Context: an optimization exercise on an open-source flow, tuned for small area. The choices shown serve that exercise and are no tape-out recipe. In this exercise RTL edits were held to simulation tests only and were not proved equivalent to the original. The clock port is modelled as an ideal driver; clocking choices that lean on that would not hold on a real chip. Power and IR drop assume default switching activity.

Design coin_catcher_game, start of the top module:
module coin_catcher_game(
	clk,
	reset,
	btn_left, btn_right,
	dot_row, dot_col,
	HEX_0, HEX_1, HEX_2, HEX_3, HEX_4, HEX_5
);
export LEC_CHECK = 0
export ABC_AREA = 1
export CAP_MARGIN = 20
export CORE_MARGIN = 2
export CORE_UTILIZATION = 40
export SLEW_MARGIN = 20
create_clock -name core_clock -period 10.0 [get_ports {clk}]
standard.sh (not shown) runs the stock make flow with config.mk's settings and CLKGATE_MAP_FILE= SYNTH_SCRIPT=/design/flow/synth_recipe.tcl, a recipe that flattens the netlist after the stock synthesis.
==> flow/flow/run.sh <==
#!/bin/bash
# Standard synthesis, then its combinational logic re-mapped for area
# (flip-flops kept), then the standard layout with the smallest buffer on
# the ports and no dummy clock loads in clock tree synthesis.
set -euo pipefail
export BUFFER_PORTS_ARGS="-buffer_cell sky130_fd_sc_hd__buf_1"
export CTS_ARGS="-sink_clustering_enable -repair_clock_nets -dont_use_dummy_load -buf_list {sky130_fd_sc_hd__clkbuf_4 sky130_fd_sc_hd__clkbuf_8}"
bash standard.sh synth > synth.log 2>&1
R=orfs/results/sky130hd/coin_catcher_game/base
LIB=$FLOW_HOME/platforms/sky130hd/lib/sky130_fd_sc_hd__tt_025C_1v80.lib
DU=""
for c in $(make -s -C $FLOW_HOME DESIGN_CONFIG=$PWD/config.mk WORK_HOME=$PWD/orfs print-DONT_USE_CELLS 2>/dev/null | sed 's/^DONT_USE_CELLS: //'); do
  DU="$DU -dont_use $c"
done
cp $R/1_2_yosys.v $R/1_2_yosys_standard.v
sed -e "s#LIB#$LIB#g" -e "s#NETLIST#$R/1_2_yosys_standard.v#" -e "s#DONTUSE#$DU#" \
    -e "s#ABCSCRIPT#$PWD/flow/remap.abc#" -e "s#OUT#$R/1_2_yosys.v#" -e "s#TMP#$PWD/remap_tmp.v#" flow/remap.ys > remap_run.ys
yosys -s remap_run.ys > remap.log 2>&1
rm -f $R/1_synth.odb $R/1_synth.sdc
bash standard.sh finish > layout.log 2>&1
==> flow/flow/remap.abc <==
strash
&get -n
&deepsyn -T 60
&put
dch -f
map -a
mfs -a
strash
&get -n
&deepsyn -T 60
&put
dch -f
map -a
topo
==> flow/flow/remap.ys <==
# Re-map the combinational logic of the standard synthesis for area.
# The flip-flops (their cells and instance names) are kept as they are.
read_liberty -ignore_miss_func LIB
read_verilog NETLIST
hierarchy -top coin_catcher_game
setattr -mod -set keep_hierarchy 1 sky130_fd_sc_hd__df* sky130_fd_sc_hd__edf* sky130_fd_sc_hd__sdf*
flatten
opt_clean
abc -liberty LIB DONTUSE -script ABCSCRIPT coin_catcher_game
opt_clean -purge
select coin_catcher_game
rename -hide w:*.*
write_verilog -noattr -selected TMP
design -reset
read_liberty -lib LIB
read_verilog TMP
hierarchy -top coin_catcher_game
splitnets
opt_clean -purge
hilomap -singleton -hicell sky130_fd_sc_hd__conb_1 HI -locell sky130_fd_sc_hd__conb_1 LO
insbuf -buf sky130_fd_sc_hd__buf_4 A X
check -assert -mapped
stat -liberty LIB
write_verilog -noattr -nohex -nodec OUT
The first run finished clean.
Change:
--- a/flow/flow/run.sh
+++ b/flow/flow/run.sh
@@ -3,6 +3,7 @@
 # (flip-flops kept), then the standard layout with the smallest buffer on
-# the ports and no dummy clock loads in clock tree synthesis.
+# the ports and small clock buffers without dummy loads; clock leaf
+# buffers with many flip-flops are upsized after clock tree synthesis.
 set -euo pipefail
 export BUFFER_PORTS_ARGS="-buffer_cell sky130_fd_sc_hd__buf_1"
-export CTS_ARGS="-sink_clustering_enable -repair_clock_nets -dont_use_dummy_load -buf_list {sky130_fd_sc_hd__clkbuf_4 sky130_fd_sc_hd__clkbuf_8}"
+export CTS_ARGS="-sink_clustering_enable -repair_clock_nets -dont_use_dummy_load -buf_list {sky130_fd_sc_hd__clkbuf_4}"
 bash standard.sh synth > synth.log 2>&1
@@ -19,2 +20,5 @@
 rm -f $R/1_synth.odb $R/1_synth.sdc
+bash standard.sh cts > layout_to_cts.log 2>&1
+LIB=$LIB IN_ODB=$R/4_cts.odb OUT_ODB=$R/4_cts.odb MAX_FANOUT=10 \
+  openroad -no_init -exit flow/fix_cts.tcl > fix_cts.log 2>&1
 bash standard.sh finish > layout.log 2>&1
==> flow/flow/fix_cts.tcl (new file) <==
read_liberty $::env(LIB)
read_db $::env(IN_ODB)
set block [ord::get_db_block]
set n 0
foreach inst [$block getInsts] {
  set m [[$inst getMaster] getName]
  if { $m != "sky130_fd_sc_hd__clkbuf_4" } { continue }
  set out [$inst findITerm X]
  set net [$out getNet]
  if { $net == "NULL" } { continue }
  set fo [expr [llength [$net getITerms]] - 1]
  if { $fo > $::env(MAX_FANOUT) } {
    puts "upsizing [$inst getName] (fanout $fo)"
    replace_cell [$inst getName] sky130_fd_sc_hd__clkbuf_8
    incr n
  }
}
puts "upsized $n clock buffers"
if { $n > 0 } {
  detailed_placement
  check_placement -verbose
}
write_db $::env(OUT_ODB)
--- a/flow/flow/remap.ys
+++ b/flow/flow/remap.ys
@@ -20,3 +20,3 @@
 hilomap -singleton -hicell sky130_fd_sc_hd__conb_1 HI -locell sky130_fd_sc_hd__conb_1 LO
-insbuf -buf sky130_fd_sc_hd__buf_4 A X
+insbuf -buf sky130_fd_sc_hd__buf_1 A X
 check -assert -mapped
--- a/flow/config.mk
+++ b/flow/config.mk
@@ -10,3 +10,3 @@
 export CORE_MARGIN = 2
-export CORE_UTILIZATION = 40
+export CORE_UTILIZATION = 70
 export SLEW_MARGIN = 20
Result: The changed run finished clean. Setup slack degrades by 0.019 ns. Core utilization rose by 33 points. Non-clock buffer count is unchanged. Wire length hardly moves. Combinational power barely changes.

## port drivers added, routing unchanged
Ports are ideal in the flow. The routed layouts listed here were re-timed in OpenROAD.
Step 1: set_driving_cell puts a clkbuf_16 on clk and a buf_2 on each other input, an assumption about the parent block.
Step 2 adds t to the input delays and takes it off the output delays; t is the mean of the earliest and latest rising clock arrival at the registers after step 1. Input paths then give back, and output paths get back, about the clock's delay inside the block.
Three values: ideal ports, drivers, drivers and shift; two values: the first two.
| run | shift t [ns] | setup slack, ns | worst setup path at the end | worst slew at a driven data input, ns | cell pins on the clock port's net |
|---|---|---|---|---|---|
| the first run | 0.360 | 5.563 / 5.534 / 5.894 | register to output | 0.03 | 1 |
| the second run | 0.426 | 5.544 / 5.516 / 5.942 | register to output | 0.03 | 1 |
After both steps setup and hold are still met in every run listed.
